What follows belongs to an exercise in optimizing a design on an open flow for small area, a short achievable clock period and few clock cycles per item; a production flow would make more cautious choices.
Function was checked by simulation only, so behaviour that the tests miss may differ from the original.
Power figures rest on the tool's default switching activity, not on a simulated workload.

==> run R <==
## MUL_radix_4
module MUL_radix_4 (
  input clock, reset,
  input flush,
  output in_ready,
  input in_valid,
  input [1:0] in_sign,
  input [31:0] in_a, in_b,
  input out_ready,
  output out_valid,
  output [63:0] out_prod
);
  reg v0, v1, v2;
  reg full;               
  wire en2 = ~v2 | out_ready;
  wire en1 = ~v1 | en2;
  wire en0 = ~v0 | en1;
  assign in_ready = ~full | out_ready;
  assign out_valid = v2;
  wire kill = reset | flush;
  wire v0n = ~kill & (en0 ? in_valid : v0);
  wire v1n = ~kill & (en1 ? v0 : v1);
  wire v2n = ~kill & (en2 ? v1 : v2);
  always @(posedge clock) begin
    v0 <= v0n;
    v1 <= v1n;
    v2 <= v2n;
    full <= v0n & v1n & v2n;
  end
  wire sa_in = in_sign[1] & in_a[31];
  wire sb_in = in_sign[0] & in_b[31];
  wire [34:0] ae_in = {{3{sa_in}}, in_a};
  wire [34:0] ae2_in = {ae_in[33:0], 1'b0};
  wire [34:0] a3_in;
  wire [34:0] tg0 = ae_in & ae2_in, tp0 = ae_in ^ ae2_in;
  wire tG1 = tg0[1] | (tp0[1] & tg0[0]); wire tP1 = tp0[1] & tp0[0];
  wire tG2 = tg0[3] | (tp0[3] & tg0[2]); wire tP2 = tp0[3] & tp0[2];
  wire tG3 = tg0[5] | (tp0[5] & tg0[4]); wire tP3 = tp0[5] & tp0[4];
  wire tG4 = tg0[7] | (tp0[7] & tg0[6]); wire tP4 = tp0[7] & tp0[6];
  wire tG5 = tg0[9] | (tp0[9] & tg0[8]); wire tP5 = tp0[9] & tp0[8];
  wire tG6 = tg0[11] | (tp0[11] & tg0[10]); wire tP6 = tp0[11] & tp0[10];
  ...
export LEC_CHECK = 0
export CAP_MARGIN = 20
export CORE_MARGIN = 2
export CORE_UTILIZATION = 40
export SETUP_SLACK_MARGIN = 4.3
export SLEW_MARGIN = 20
export SYNTH_HIERARCHICAL = 1
export TNS_END_PERCENT = 10
export BUFFER_PORTS_ARGS = -buffer_cell sky130_fd_sc_hd__buf_2
create_clock -name core_clock -period 8.0 [get_ports {clock}]
standard.sh (not shown) runs the stock make flow with config.mk's settings and CLKGATE_MAP_FILE= SYNTH_SCRIPT=/design/flow/synth_recipe.tcl, a recipe that flattens the netlist after the stock synthesis.
==> flow/flow/run.sh <==
#!/bin/bash
# The standard layout (standard.sh, unchanged synthesis), with the port buffers that
# buffer_ports inserts made plain buf_2 cells instead of its default delay-cell choice.
set -euo pipefail
echo 'export BUFFER_PORTS_ARGS = -buffer_cell sky130_fd_sc_hd__buf_2' >> config.mk
bash standard.sh > standard.log 2>&1
==> run Z (differences from run R) <==
Settings changed: CORE_UTILIZATION 40 to 27.
==> run G (differences from run R) <==
Settings changed: CORE_UTILIZATION 40 to 22.
==> results.json <==
{
  "seq_power_share_pct": 21.9,
  "core_area_um2": 123000,
  "p_seq_w": 0.00364,
  "status": "complete, no violations",
  "clock_area_share_pct": 3.18,
  "gp_congestion": 0.882,
  "reg2regPathDepth": 7,
  "nNetsFinal": 3501,
  "met2_usage_pct": 27.4,
  "antenna_found_initial": 20
}
That was run Z.
==> results.json <==
{
  "seq_power_share_pct": 21.1,
  "nNetsFinal": 3515,
  "met2_usage_pct": 22.7,
  "reg2regPathDepth": 8,
  "status": "complete, no violations",
  "p_seq_w": 0.00365,
  "core_area_um2": 152000
}
That was run G.
==> results.json <==
{
  "seq_power_share_pct": 20.5,
  "p_seq_w": 0.00355,
  "status": "complete, no violations",
  "clock_area_share_pct": 3.45,
  "antenna_found_initial": 4
}
That was run R.
Testbench counts of run R, summed over its fixed seeds: cycles 536, items 512.
Testbench counts of run Z, summed over its fixed seeds: cycles 536, items 512.
Testbench counts of run G, summed over its fixed seeds: cycles 536, items 512.


==> 06-03 <==
Another version of the RTL of MUL_radix_4 (not shown whole).
export LEC_CHECK = 0
export CAP_MARGIN = 20
export CORE_MARGIN = 2
export CORE_UTILIZATION = 32
export SETUP_SLACK_MARGIN = 4.3
export SLEW_MARGIN = 20
export SYNTH_HIERARCHICAL = 1
export TNS_END_PERCENT = 10
export BUFFER_PORTS_ARGS = -buffer_cell sky130_fd_sc_hd__buf_2
create_clock -name core_clock -period 8.0 [get_ports {clock}]
Scripts as last shown in full above: flow/flow/run.sh
==> inputs of 05-21, as changes to 06-03 <==
--- a/flow/design.v
+++ b/flow/design.v
@@ -493,13 +493,13 @@
   mul_fa us57 (k46, s53, k48, s57, k58);
   mul_fa us59 (s55, k50, s57, s59, k60);
   mul_ha us61 (neg[5], pp[0][15], s61, k62);
   mul_fa us63 (pp[1][12], pp[2][9], pp[3][6], s63, k64);
   mul_fa us65 (pp[4][3], pp[5][0], k54, s65, k66);
   mul_fa us67 (s61, k56, s63, s67, k68);
-  mul_fa us69 (s65, k58, s67, s69, k70);
+  mul_fa us69 (k58, s65, s67, s69, k70);
   mul_ha us71 (pp[0][16], pp[1][13], s71, k72);
   mul_fa us73 (pp[2][10], pp[3][7], pp[4][4], s73, k74);
   mul_fa us75 (pp[5][1], k62, s71, s75, k76);
   mul_fa us77 (k64, s73, k66, s77, k78);
   mul_fa us79 (s75, k68, s77, s79, k80);
   mul_ha us81 (pp[0][17], pp[1][14], s81, k82);
@@ -514,19 +514,19 @@
   mul_fa us99 (s93, s95, k86, s99, k100);
   mul_fa us101 (s97, k88, s99, s101, k102);
   mul_ha us103 (pp[0][19], pp[1][16], s103, k104);
   mul_fa us105 (pp[2][13], pp[3][10], pp[4][7], s105, k106);
   mul_fa us107 (pp[5][4], pp[6][1], k92, s107, k108);
   mul_fa us109 (s103, k94, k96, s109, k110);
-  mul_fa us111 (s105, s107, k98, s111, k112);
+  mul_fa us111 (s105, k98, s107, s111, k112);
   mul_fa us113 (s109, k100, s111, s113, k114);
   mul_ha us115 (pp[0][20], pp[1][17], s115, k116);
   mul_fa us117 (pp[2][14], pp[3][11], pp[4][8], s117, k118);
   mul_fa us119 (pp[5][5], pp[6][2], k104, s119, k120);
   mul_fa us121 (s115, k106, s117, s121, k122);
-  mul_fa us123 (k108, s119, k110, s123, k124);
+  mul_fa us123 (k108, k110, s119, s123, k124);
   mul_fa us125 (s121, k112, s123, s125, k126);
   mul_ha us127 (neg[7], pp[0][21], s127, k128);
   mul_fa us129 (pp[1][18], pp[2][15], pp[3][12], s129, k130);
   mul_fa us131 (pp[4][9], pp[5][6], pp[6][3], s131, k132);
   mul_fa us133 (pp[7][0], k116, s127, s133, k134);
   mul_fa us135 (k118, s129, s131, s135, k136);
@@ -548,15 +548,15 @@
   mul_fa us167 (s163, k152, s165, s167, k168);
   mul_ha us169 (neg[8], pp[0][24], s169, k170);
   mul_fa us171 (pp[1][21], pp[2][18], pp[3][15], s171, k172);
   mul_fa us173 (pp[4][12], pp[5][9], pp[6][6], s173, k174);
   mul_fa us175 (pp[7][3], pp[8][0], k156, s175, k176);
   mul_fa us177 (s169, k158, k160, s177, k178);
-  mul_fa us179 (s171, s173, s175, s179, k180);
-  mul_fa us181 (k162, k164, s177, s181, k182);
-  mul_fa us183 (s179, k166, s181, s183, k184);
+  mul_fa us179 (s171, s173, k162, s179, k180);
+  mul_fa us181 (s175, k164, s177, s181, k182);
+  mul_fa us183 (k166, s179, s181, s183, k184);
   mul_fa us185 (pp[0][25], pp[1][22], pp[2][19], s185, k186);
   mul_fa us187 (pp[3][16], pp[4][13], pp[5][10], s187, k188);
   mul_fa us189 (pp[6][7], pp[7][4], pp[8][1], s189, k190);
   mul_fa us191 (k170, k172, k174, s191, k192);
   mul_fa us193 (s185, s187, s189, s193, k194);
   mul_fa us195 (k176, k178, s191, s195, k196);
@@ -579,30 +579,30 @@
   mul_ha us229 (pp[0][28], pp[1][25], s229, k230);
   mul_fa us231 (pp[2][22], pp[3][19], pp[4][16], s231, k232);
   mul_fa us233 (pp[5][13], pp[6][10], pp[7][7], s233, k234);
   mul_fa us235 (pp[8][4], pp[9][1], k214, s235, k236);
   mul_fa us237 (s229, k216, k218, s237, k238);
   mul_fa us239 (k220, s231, s233, s239, k240);
-  mul_fa us241 (s235, k222, k224, s241, k242);
+  mul_fa us241 (k222, s235, k224, s241, k242);
   mul_fa us243 (s237, s239, k226, s243, k244);
   mul_ha us245 (pp[0][29], pp[1][26], s245, k246);
   mul_fa us247 (pp[2][23], pp[3][20], pp[4][17], s247, k248);
   mul_fa us249 (pp[5][14], pp[6][11], pp[7][8], s249, k250);
   mul_fa us251 (pp[8][5], pp[9][2], k230, s251, k252);
   mul_fa us253 (s245, k232, k234, s253, k254);
   mul_fa us255 (s247, s249, k236, s255, k256);
-  mul_fa us257 (s251, k238, k240, s257, k258);
+  mul_fa us257 (k238, s251, k240, s257, k258);
   mul_fa us259 (s253, s255, k242, s259, k260);
   mul_ha us261 (neg[10], pp[0][30], s261, k262);
   mul_fa us263 (pp[1][27], pp[2][24], pp[3][21], s263, k264);
   mul_fa us265 (pp[4][18], pp[5][15], pp[6][12], s265, k266);
   mul_fa us267 (pp[7][9], pp[8][6], pp[9][3], s267, k268);
   mul_fa us269 (pp[10][0], k246, s261, s269, k270);
   mul_fa us271 (k248, k250, s263, s271, k272);
   mul_fa us273 (s265, s267, k252, s273, k274);
-  mul_fa us275 (s269, k254, s271, s275, k276);
+  mul_fa us275 (k254, s269, s271, s275, k276);
   mul_fa us277 (k256, s273, k258, s277, k278);
   mul_ha us279 (pp[0][31], pp[1][28], s279, k280);
   mul_fa us281 (pp[2][25], pp[3][22], pp[4][19], s281, k282);
   mul_fa us283 (pp[5][16], pp[6][13], pp[7][10], s283, k284);
   mul_fa us285 (pp[8][7], pp[9][4], pp[10][1], s285, k286);
   mul_fa us287 (k262, s279, k264, s287, k288);
@@ -666,30 +666,30 @@
   mul_fa us403 (k382, s399, k384, s403, k404);
   mul_ha us405 (pp[3][29], pp[4][26], s405, k406);
   mul_fa us407 (pp[5][23], pp[6][20], pp[7][17], s407, k408);
   mul_fa us409 (pp[8][14], pp[9][11], pp[10][8], s409, k410);
   mul_fa us411 (~pp[2][32], k388, s405, s411, k412);
   mul_fa us413 (k390, k392, k394, s413, k414);
-  mul_fa us415 (s407, s409, s411, s415, k416);
-  mul_fa us417 (k396, k398, s413, s417, k418);
-  mul_fa us419 (s415, k400, k402, s419, k420);
+  mul_fa us415 (s407, s409, k396, s415, k416);
+  mul_fa us417 (s411, k398, s413, s417, k418);
+  mul_fa us419 (k400, s415, k402, s419, k420);
   mul_ha us421 (pp[3][30], pp[4][27], s421, k422);
   mul_fa us423 (pp[5][24], pp[6][21], pp[7][18], s423, k424);
   mul_fa us425 (pp[8][15], pp[9][12], pp[10][9], s425, k426);
   mul_fa us427 (pp[2][32], ~pp[2][33], k406, s427, k428);
   mul_fa us429 (s421, k408, k410, s429, k430);
   mul_fa us431 (s423, s425, k412, s431, k432);
-  mul_fa us433 (s427, k414, s429, s433, k434);
+  mul_fa us433 (k414, s427, s429, s433, k434);
   mul_fa us435 (k416, s431, k418, s435, k436);
   mul_ha us437 (~pp[2][34], pp[3][31], s437, k438);
   mul_fa us439 (pp[4][28], pp[5][25], pp[6][22], s439, k440);
   mul_fa us441 (pp[7][19], pp[8][16], pp[9][13], s441, k442);
   mul_fa us443 (pp[10][10], pp[2][33], k422, s443, k444);
   mul_fa us445 (s437, k424, k426, s445, k446);
   mul_fa us447 (s439, s441, k428, s447, k448);
-  mul_fa us449 (s443, k430, s445, s449, k450);
+  mul_fa us449 (k430, s443, s445, s449, k450);
   mul_fa us451 (k432, s447, k434, s451, k452);
   mul_ha us453 (pp[4][29], pp[5][26], s453, k454);
   mul_fa us455 (pp[6][23], pp[7][20], pp[8][17], s455, k456);
   mul_fa us457 (pp[9][14], pp[10][11], ~pp[3][32], s457, k458);
   mul_fa us459 (k438, s453, k440, s459, k460);
   mul_fa us461 (k442, s455, s457, s461, k462);
--- a/flow/config.mk
+++ b/flow/config.mk
@@ -5,11 +5,11 @@
 export SDC_FILE = /design/flow/constraint.sdc
 export NUM_CORES = 4
 export LEC_CHECK = 0
 export CAP_MARGIN = 20
 export CORE_MARGIN = 2
 export CORE_UTILIZATION = 32
-export SETUP_SLACK_MARGIN = 4.3
+export SETUP_SLACK_MARGIN = 4.45
 export SLEW_MARGIN = 20
 export SYNTH_HIERARCHICAL = 1
 export TNS_END_PERCENT = 10
 export BUFFER_PORTS_ARGS = -buffer_cell sky130_fd_sc_hd__buf_2
==> inputs of 07-02, as changes to 06-03 <==
--- a/flow/design.v
+++ b/flow/design.v
@@ -493,13 +493,13 @@
   mul_fa us57 (k46, s53, k48, s57, k58);
   mul_fa us59 (s55, k50, s57, s59, k60);
   mul_ha us61 (neg[5], pp[0][15], s61, k62);
   mul_fa us63 (pp[1][12], pp[2][9], pp[3][6], s63, k64);
   mul_fa us65 (pp[4][3], pp[5][0], k54, s65, k66);
   mul_fa us67 (s61, k56, s63, s67, k68);
-  mul_fa us69 (s65, k58, s67, s69, k70);
+  mul_fa us69 (k58, s65, s67, s69, k70);
   mul_ha us71 (pp[0][16], pp[1][13], s71, k72);
   mul_fa us73 (pp[2][10], pp[3][7], pp[4][4], s73, k74);
   mul_fa us75 (pp[5][1], k62, s71, s75, k76);
   mul_fa us77 (k64, s73, k66, s77, k78);
   mul_fa us79 (s75, k68, s77, s79, k80);
   mul_ha us81 (pp[0][17], pp[1][14], s81, k82);
@@ -514,19 +514,19 @@
   mul_fa us99 (s93, s95, k86, s99, k100);
   mul_fa us101 (s97, k88, s99, s101, k102);
   mul_ha us103 (pp[0][19], pp[1][16], s103, k104);
   mul_fa us105 (pp[2][13], pp[3][10], pp[4][7], s105, k106);
   mul_fa us107 (pp[5][4], pp[6][1], k92, s107, k108);
   mul_fa us109 (s103, k94, k96, s109, k110);
-  mul_fa us111 (s105, s107, k98, s111, k112);
+  mul_fa us111 (s105, k98, s107, s111, k112);
   mul_fa us113 (s109, k100, s111, s113, k114);
   mul_ha us115 (pp[0][20], pp[1][17], s115, k116);
   mul_fa us117 (pp[2][14], pp[3][11], pp[4][8], s117, k118);
   mul_fa us119 (pp[5][5], pp[6][2], k104, s119, k120);
   mul_fa us121 (s115, k106, s117, s121, k122);
-  mul_fa us123 (k108, s119, k110, s123, k124);
+  mul_fa us123 (k108, k110, s119, s123, k124);
   mul_fa us125 (s121, k112, s123, s125, k126);
   mul_ha us127 (neg[7], pp[0][21], s127, k128);
   mul_fa us129 (pp[1][18], pp[2][15], pp[3][12], s129, k130);
   mul_fa us131 (pp[4][9], pp[5][6], pp[6][3], s131, k132);
   mul_fa us133 (pp[7][0], k116, s127, s133, k134);
   mul_fa us135 (k118, s129, s131, s135, k136);
@@ -548,15 +548,15 @@
   mul_fa us167 (s163, k152, s165, s167, k168);
   mul_ha us169 (neg[8], pp[0][24], s169, k170);
   mul_fa us171 (pp[1][21], pp[2][18], pp[3][15], s171, k172);
   mul_fa us173 (pp[4][12], pp[5][9], pp[6][6], s173, k174);
   mul_fa us175 (pp[7][3], pp[8][0], k156, s175, k176);
   mul_fa us177 (s169, k158, k160, s177, k178);
-  mul_fa us179 (s171, s173, s175, s179, k180);
-  mul_fa us181 (k162, k164, s177, s181, k182);
-  mul_fa us183 (s179, k166, s181, s183, k184);
+  mul_fa us179 (s171, s173, k162, s179, k180);
+  mul_fa us181 (s175, k164, s177, s181, k182);
+  mul_fa us183 (k166, s179, s181, s183, k184);
   mul_fa us185 (pp[0][25], pp[1][22], pp[2][19], s185, k186);
   mul_fa us187 (pp[3][16], pp[4][13], pp[5][10], s187, k188);
   mul_fa us189 (pp[6][7], pp[7][4], pp[8][1], s189, k190);
   mul_fa us191 (k170, k172, k174, s191, k192);
   mul_fa us193 (s185, s187, s189, s193, k194);
   mul_fa us195 (k176, k178, s191, s195, k196);
@@ -579,30 +579,30 @@
   mul_ha us229 (pp[0][28], pp[1][25], s229, k230);
   mul_fa us231 (pp[2][22], pp[3][19], pp[4][16], s231, k232);
   mul_fa us233 (pp[5][13], pp[6][10], pp[7][7], s233, k234);
   mul_fa us235 (pp[8][4], pp[9][1], k214, s235, k236);
   mul_fa us237 (s229, k216, k218, s237, k238);
   mul_fa us239 (k220, s231, s233, s239, k240);
-  mul_fa us241 (s235, k222, k224, s241, k242);
+  mul_fa us241 (k222, s235, k224, s241, k242);
   mul_fa us243 (s237, s239, k226, s243, k244);
   mul_ha us245 (pp[0][29], pp[1][26], s245, k246);
   mul_fa us247 (pp[2][23], pp[3][20], pp[4][17], s247, k248);
   mul_fa us249 (pp[5][14], pp[6][11], pp[7][8], s249, k250);
   mul_fa us251 (pp[8][5], pp[9][2], k230, s251, k252);
   mul_fa us253 (s245, k232, k234, s253, k254);
   mul_fa us255 (s247, s249, k236, s255, k256);
-  mul_fa us257 (s251, k238, k240, s257, k258);
+  mul_fa us257 (k238, s251, k240, s257, k258);
   mul_fa us259 (s253, s255, k242, s259, k260);
   mul_ha us261 (neg[10], pp[0][30], s261, k262);
   mul_fa us263 (pp[1][27], pp[2][24], pp[3][21], s263, k264);
   mul_fa us265 (pp[4][18], pp[5][15], pp[6][12], s265, k266);
   mul_fa us267 (pp[7][9], pp[8][6], pp[9][3], s267, k268);
   mul_fa us269 (pp[10][0], k246, s261, s269, k270);
   mul_fa us271 (k248, k250, s263, s271, k272);
   mul_fa us273 (s265, s267, k252, s273, k274);
-  mul_fa us275 (s269, k254, s271, s275, k276);
+  mul_fa us275 (k254, s269, s271, s275, k276);
   mul_fa us277 (k256, s273, k258, s277, k278);
   mul_ha us279 (pp[0][31], pp[1][28], s279, k280);
   mul_fa us281 (pp[2][25], pp[3][22], pp[4][19], s281, k282);
   mul_fa us283 (pp[5][16], pp[6][13], pp[7][10], s283, k284);
   mul_fa us285 (pp[8][7], pp[9][4], pp[10][1], s285, k286);
   mul_fa us287 (k262, s279, k264, s287, k288);
@@ -666,30 +666,30 @@
   mul_fa us403 (k382, s399, k384, s403, k404);
   mul_ha us405 (pp[3][29], pp[4][26], s405, k406);
   mul_fa us407 (pp[5][23], pp[6][20], pp[7][17], s407, k408);
   mul_fa us409 (pp[8][14], pp[9][11], pp[10][8], s409, k410);
   mul_fa us411 (~pp[2][32], k388, s405, s411, k412);
   mul_fa us413 (k390, k392, k394, s413, k414);
-  mul_fa us415 (s407, s409, s411, s415, k416);
-  mul_fa us417 (k396, k398, s413, s417, k418);
-  mul_fa us419 (s415, k400, k402, s419, k420);
+  mul_fa us415 (s407, s409, k396, s415, k416);
+  mul_fa us417 (s411, k398, s413, s417, k418);
+  mul_fa us419 (k400, s415, k402, s419, k420);
   mul_ha us421 (pp[3][30], pp[4][27], s421, k422);
   mul_fa us423 (pp[5][24], pp[6][21], pp[7][18], s423, k424);
   mul_fa us425 (pp[8][15], pp[9][12], pp[10][9], s425, k426);
   mul_fa us427 (pp[2][32], ~pp[2][33], k406, s427, k428);
   mul_fa us429 (s421, k408, k410, s429, k430);
   mul_fa us431 (s423, s425, k412, s431, k432);
-  mul_fa us433 (s427, k414, s429, s433, k434);
+  mul_fa us433 (k414, s427, s429, s433, k434);
   mul_fa us435 (k416, s431, k418, s435, k436);
   mul_ha us437 (~pp[2][34], pp[3][31], s437, k438);
   mul_fa us439 (pp[4][28], pp[5][25], pp[6][22], s439, k440);
   mul_fa us441 (pp[7][19], pp[8][16], pp[9][13], s441, k442);
   mul_fa us443 (pp[10][10], pp[2][33], k422, s443, k444);
   mul_fa us445 (s437, k424, k426, s445, k446);
   mul_fa us447 (s439, s441, k428, s447, k448);
-  mul_fa us449 (s443, k430, s445, s449, k450);
+  mul_fa us449 (k430, s443, s445, s449, k450);
   mul_fa us451 (k432, s447, k434, s451, k452);
   mul_ha us453 (pp[4][29], pp[5][26], s453, k454);
   mul_fa us455 (pp[6][23], pp[7][20], pp[8][17], s455, k456);
   mul_fa us457 (pp[9][14], pp[10][11], ~pp[3][32], s457, k458);
   mul_fa us459 (k438, s453, k440, s459, k460);
   mul_fa us461 (k442, s455, s457, s461, k462);
==> flow/config.mk (replaced) <==
export PLATFORM = sky130hd
export DESIGN_NAME = MUL_radix_4
export DESIGN_NICKNAME = MUL_radix_4
export VERILOG_FILES = /design/flow/design.v
export SDC_FILE = /design/flow/constraint.sdc
export NUM_CORES = 4
export LEC_CHECK = 0
export CAP_MARGIN = 20
export CORE_MARGIN = 2
export CORE_UTILIZATION = 25
export SETUP_SLACK_MARGIN = 4.2
export SLEW_MARGIN = 20
export SYNTH_HIERARCHICAL = 1
export TNS_END_PERCENT = 10
export BUFFER_PORTS_ARGS = -buffer_cell sky130_fd_sc_hd__buf_2
==> inputs of 12-17, as changes to 06-03 <==
--- a/flow/design.v
+++ b/flow/design.v
@@ -493,13 +493,13 @@
   mul_fa us57 (k46, s53, k48, s57, k58);
   mul_fa us59 (s55, k50, s57, s59, k60);
   mul_ha us61 (neg[5], pp[0][15], s61, k62);
   mul_fa us63 (pp[1][12], pp[2][9], pp[3][6], s63, k64);
   mul_fa us65 (pp[4][3], pp[5][0], k54, s65, k66);
   mul_fa us67 (s61, k56, s63, s67, k68);
-  mul_fa us69 (s65, k58, s67, s69, k70);
+  mul_fa us69 (k58, s65, s67, s69, k70);
   mul_ha us71 (pp[0][16], pp[1][13], s71, k72);
   mul_fa us73 (pp[2][10], pp[3][7], pp[4][4], s73, k74);
   mul_fa us75 (pp[5][1], k62, s71, s75, k76);
   mul_fa us77 (k64, s73, k66, s77, k78);
   mul_fa us79 (s75, k68, s77, s79, k80);
   mul_ha us81 (pp[0][17], pp[1][14], s81, k82);
@@ -514,19 +514,19 @@
   mul_fa us99 (s93, s95, k86, s99, k100);
   mul_fa us101 (s97, k88, s99, s101, k102);
   mul_ha us103 (pp[0][19], pp[1][16], s103, k104);
   mul_fa us105 (pp[2][13], pp[3][10], pp[4][7], s105, k106);
   mul_fa us107 (pp[5][4], pp[6][1], k92, s107, k108);
   mul_fa us109 (s103, k94, k96, s109, k110);
-  mul_fa us111 (s105, s107, k98, s111, k112);
+  mul_fa us111 (s105, k98, s107, s111, k112);
   mul_fa us113 (s109, k100, s111, s113, k114);
   mul_ha us115 (pp[0][20], pp[1][17], s115, k116);
   mul_fa us117 (pp[2][14], pp[3][11], pp[4][8], s117, k118);
   mul_fa us119 (pp[5][5], pp[6][2], k104, s119, k120);
   mul_fa us121 (s115, k106, s117, s121, k122);
-  mul_fa us123 (k108, s119, k110, s123, k124);
+  mul_fa us123 (k108, k110, s119, s123, k124);
   mul_fa us125 (s121, k112, s123, s125, k126);
   mul_ha us127 (neg[7], pp[0][21], s127, k128);
   mul_fa us129 (pp[1][18], pp[2][15], pp[3][12], s129, k130);
   mul_fa us131 (pp[4][9], pp[5][6], pp[6][3], s131, k132);
   mul_fa us133 (pp[7][0], k116, s127, s133, k134);
   mul_fa us135 (k118, s129, s131, s135, k136);
@@ -548,15 +548,15 @@
   mul_fa us167 (s163, k152, s165, s167, k168);
   mul_ha us169 (neg[8], pp[0][24], s169, k170);
   mul_fa us171 (pp[1][21], pp[2][18], pp[3][15], s171, k172);
   mul_fa us173 (pp[4][12], pp[5][9], pp[6][6], s173, k174);
   mul_fa us175 (pp[7][3], pp[8][0], k156, s175, k176);
   mul_fa us177 (s169, k158, k160, s177, k178);
-  mul_fa us179 (s171, s173, s175, s179, k180);
-  mul_fa us181 (k162, k164, s177, s181, k182);
-  mul_fa us183 (s179, k166, s181, s183, k184);
+  mul_fa us179 (s171, s173, k162, s179, k180);
+  mul_fa us181 (s175, k164, s177, s181, k182);
+  mul_fa us183 (k166, s179, s181, s183, k184);
   mul_fa us185 (pp[0][25], pp[1][22], pp[2][19], s185, k186);
   mul_fa us187 (pp[3][16], pp[4][13], pp[5][10], s187, k188);
   mul_fa us189 (pp[6][7], pp[7][4], pp[8][1], s189, k190);
   mul_fa us191 (k170, k172, k174, s191, k192);
   mul_fa us193 (s185, s187, s189, s193, k194);
   mul_fa us195 (k176, k178, s191, s195, k196);
@@ -579,30 +579,30 @@
   mul_ha us229 (pp[0][28], pp[1][25], s229, k230);
   mul_fa us231 (pp[2][22], pp[3][19], pp[4][16], s231, k232);
   mul_fa us233 (pp[5][13], pp[6][10], pp[7][7], s233, k234);
   mul_fa us235 (pp[8][4], pp[9][1], k214, s235, k236);
   mul_fa us237 (s229, k216, k218, s237, k238);
   mul_fa us239 (k220, s231, s233, s239, k240);
-  mul_fa us241 (s235, k222, k224, s241, k242);
+  mul_fa us241 (k222, s235, k224, s241, k242);
   mul_fa us243 (s237, s239, k226, s243, k244);
   mul_ha us245 (pp[0][29], pp[1][26], s245, k246);
   mul_fa us247 (pp[2][23], pp[3][20], pp[4][17], s247, k248);
   mul_fa us249 (pp[5][14], pp[6][11], pp[7][8], s249, k250);
   mul_fa us251 (pp[8][5], pp[9][2], k230, s251, k252);
   mul_fa us253 (s245, k232, k234, s253, k254);
   mul_fa us255 (s247, s249, k236, s255, k256);
-  mul_fa us257 (s251, k238, k240, s257, k258);
+  mul_fa us257 (k238, s251, k240, s257, k258);
   mul_fa us259 (s253, s255, k242, s259, k260);
   mul_ha us261 (neg[10], pp[0][30], s261, k262);
   mul_fa us263 (pp[1][27], pp[2][24], pp[3][21], s263, k264);
   mul_fa us265 (pp[4][18], pp[5][15], pp[6][12], s265, k266);
   mul_fa us267 (pp[7][9], pp[8][6], pp[9][3], s267, k268);
   mul_fa us269 (pp[10][0], k246, s261, s269, k270);
   mul_fa us271 (k248, k250, s263, s271, k272);
   mul_fa us273 (s265, s267, k252, s273, k274);
-  mul_fa us275 (s269, k254, s271, s275, k276);
+  mul_fa us275 (k254, s269, s271, s275, k276);
   mul_fa us277 (k256, s273, k258, s277, k278);
   mul_ha us279 (pp[0][31], pp[1][28], s279, k280);
   mul_fa us281 (pp[2][25], pp[3][22], pp[4][19], s281, k282);
   mul_fa us283 (pp[5][16], pp[6][13], pp[7][10], s283, k284);
   mul_fa us285 (pp[8][7], pp[9][4], pp[10][1], s285, k286);
   mul_fa us287 (k262, s279, k264, s287, k288);
@@ -666,30 +666,30 @@
   mul_fa us403 (k382, s399, k384, s403, k404);
   mul_ha us405 (pp[3][29], pp[4][26], s405, k406);
   mul_fa us407 (pp[5][23], pp[6][20], pp[7][17], s407, k408);
   mul_fa us409 (pp[8][14], pp[9][11], pp[10][8], s409, k410);
   mul_fa us411 (~pp[2][32], k388, s405, s411, k412);
   mul_fa us413 (k390, k392, k394, s413, k414);
-  mul_fa us415 (s407, s409, s411, s415, k416);
-  mul_fa us417 (k396, k398, s413, s417, k418);
-  mul_fa us419 (s415, k400, k402, s419, k420);
+  mul_fa us415 (s407, s409, k396, s415, k416);
+  mul_fa us417 (s411, k398, s413, s417, k418);
+  mul_fa us419 (k400, s415, k402, s419, k420);
   mul_ha us421 (pp[3][30], pp[4][27], s421, k422);
   mul_fa us423 (pp[5][24], pp[6][21], pp[7][18], s423, k424);
   mul_fa us425 (pp[8][15], pp[9][12], pp[10][9], s425, k426);
   mul_fa us427 (pp[2][32], ~pp[2][33], k406, s427, k428);
   mul_fa us429 (s421, k408, k410, s429, k430);
   mul_fa us431 (s423, s425, k412, s431, k432);
-  mul_fa us433 (s427, k414, s429, s433, k434);
+  mul_fa us433 (k414, s427, s429, s433, k434);
   mul_fa us435 (k416, s431, k418, s435, k436);
   mul_ha us437 (~pp[2][34], pp[3][31], s437, k438);
   mul_fa us439 (pp[4][28], pp[5][25], pp[6][22], s439, k440);
   mul_fa us441 (pp[7][19], pp[8][16], pp[9][13], s441, k442);
   mul_fa us443 (pp[10][10], pp[2][33], k422, s443, k444);
   mul_fa us445 (s437, k424, k426, s445, k446);
   mul_fa us447 (s439, s441, k428, s447, k448);
-  mul_fa us449 (s443, k430, s445, s449, k450);
+  mul_fa us449 (k430, s443, s445, s449, k450);
   mul_fa us451 (k432, s447, k434, s451, k452);
   mul_ha us453 (pp[4][29], pp[5][26], s453, k454);
   mul_fa us455 (pp[6][23], pp[7][20], pp[8][17], s455, k456);
   mul_fa us457 (pp[9][14], pp[10][11], ~pp[3][32], s457, k458);
   mul_fa us459 (k438, s453, k440, s459, k460);
   mul_fa us461 (k442, s455, s457, s461, k462);
==> summary of the runs <==
The highest worst setup slack belongs to 12-17, the lowest to 07-02. 07-02 finished clean. 12-17 completed without violations. 05-21 completed with no timing, DRC or antenna violations. 06-03 passed the timing, DRC and antenna checks. In 12-17 the clock power is larger than in 07-02, by about 6%. In 05-21 the first-iteration DRC count is larger than in 07-02, by 7.6%. In flip-flop and latch count, 05-21 and 06-03 do not differ. Between 06-03 and 05-21, the lower core utilization is in 06-03 (gap 0.70 points). In fmax, 06-03 and 05-21 hardly differ. Of 07-02 and 05-21, 07-02 has the higher cell count (gap 8.0%, measured against 05-21).
==> figures <==
Total inserted antenna cells: 06-03 2; 12-17 3; 05-21 3; 07-02 5
Leakage power of the design: 06-03 13.9 nW; 12-17 13.8 nW; 05-21 14.1 nW; 07-02 13.7 nW
Fraction of power consumed by combinational cells: 06-03 68.4%; 12-17 67.9%; 05-21 68.2%; 07-02 67.4%
Fmax achieved: 06-03 265 MHz; 12-17 268 MHz; 05-21 266 MHz; 07-02 263 MHz
Final core utilization: 06-03 36.4%; 12-17 36.5%; 05-21 37.1%; 07-02 28.3%
Max incr delay on CP: 06-03 0.60 ns; 12-17 0.55 ns; 05-21 0.57 ns; 07-02 0.74 ns
Nonclk buf count: 06-03 323; 12-17 317; 05-21 343; 07-02 304
Run status: 06-03 timing/DRC/antenna clean; 12-17 timing/DRC/antenna clean; 05-21 timing/DRC/antenna clean; 07-02 timing/DRC/antenna clean
Switching power summed over all nets: 06-03 7.83 mW; 12-17 7.77 mW; 05-21 7.87 mW; 07-02 7.81 mW
Met3 layer wire length in the routed design: 06-03 13900 um; 12-17 13600 um; 05-21 14800 um; 07-02 13700 um
Switching power share of the total: 06-03 46.3%; 12-17 45.7%; 05-21 45.8%; 07-02 46.6%
Origin of the worst min-delay path: 06-03 v1; 12-17 neg[0]; 05-21 neg[0]; 07-02 v1
Maximum vdd drop: 06-03 281 uV; 12-17 275 uV; 05-21 266 uV; 07-02 320 uV
Via count: 06-03 27004; 12-17 26924; 05-21 27307; 07-02 27008
Post-DP HPWL: 06-03 75500 um; 12-17 75600 um; 05-21 75600 um; 07-02 78700 um
Floorplan core area: 06-03 104000 um^2; 12-17 104000 um^2; 05-21 104000 um^2; 07-02 133000 um^2
Testbench counts of 06-03, summed over its fixed seeds: cycles 536, items 512.
Testbench counts of 05-21, summed over its fixed seeds: cycles 536, items 512.
Testbench counts of 07-02, summed over its fixed seeds: cycles 536, items 512.
Testbench counts of 12-17, summed over its fixed seeds: cycles 536, items 512.

[afterwards: timing with drivers on the ports]
The flow's constraints put no driver on any port. The routed layouts listed below were extracted and timed again, unchanged, in two steps.
Step 1 sets driving cells, clkbuf_16 on the clock port and buf_2 on the other inputs (assumed; they add their load-dependent delay and slew).
Step 2 adds t to the input delays and takes it off the output delays; t is the mean of the earliest and latest rising clock arrival at the registers after step 1. Input paths then give back, and output paths get back, about the clock's delay inside the block.
Slacks: no drivers / after step 1 / after step 2; pairs: no drivers / after step 1.
run	t, ns	slack for setup (ns)	worst setup path at the end	latest minus earliest clock arrival (ns)	worst register clock-pin slew, ns
run R	0.643	4.217 / 4.217 / 3.644	input to register	0.039 / 0.040	0.08 / 0.08
run Z	0.651	4.272 / 4.272 / 3.754	input to register	0.031 / 0.031	0.08 / 0.08
run G	0.673	4.283 / 4.259 / 3.586	input to register	0.026 / 0.027	0.07 / 0.07
06-03	0.655	4.230 / 4.230 / 3.655	input to register	0.044 / 0.043	0.06 / 0.06
05-21	0.649	4.236 / 4.236 / 3.702	input to register	0.032 / 0.032	0.07 / 0.07
07-02	0.631	4.201 / 4.201 / 3.740	input to register	0.037 / 0.037	0.07 / 0.07
12-17	0.647	4.262 / 4.262 / 3.686	input to register	0.029 / 0.029	0.07 / 0.07
After both steps every run listed still meets setup and hold. For run G, which loses most, drivers alone change the setup slack by -0.024 ns; drivers and shift together by -0.697 ns.
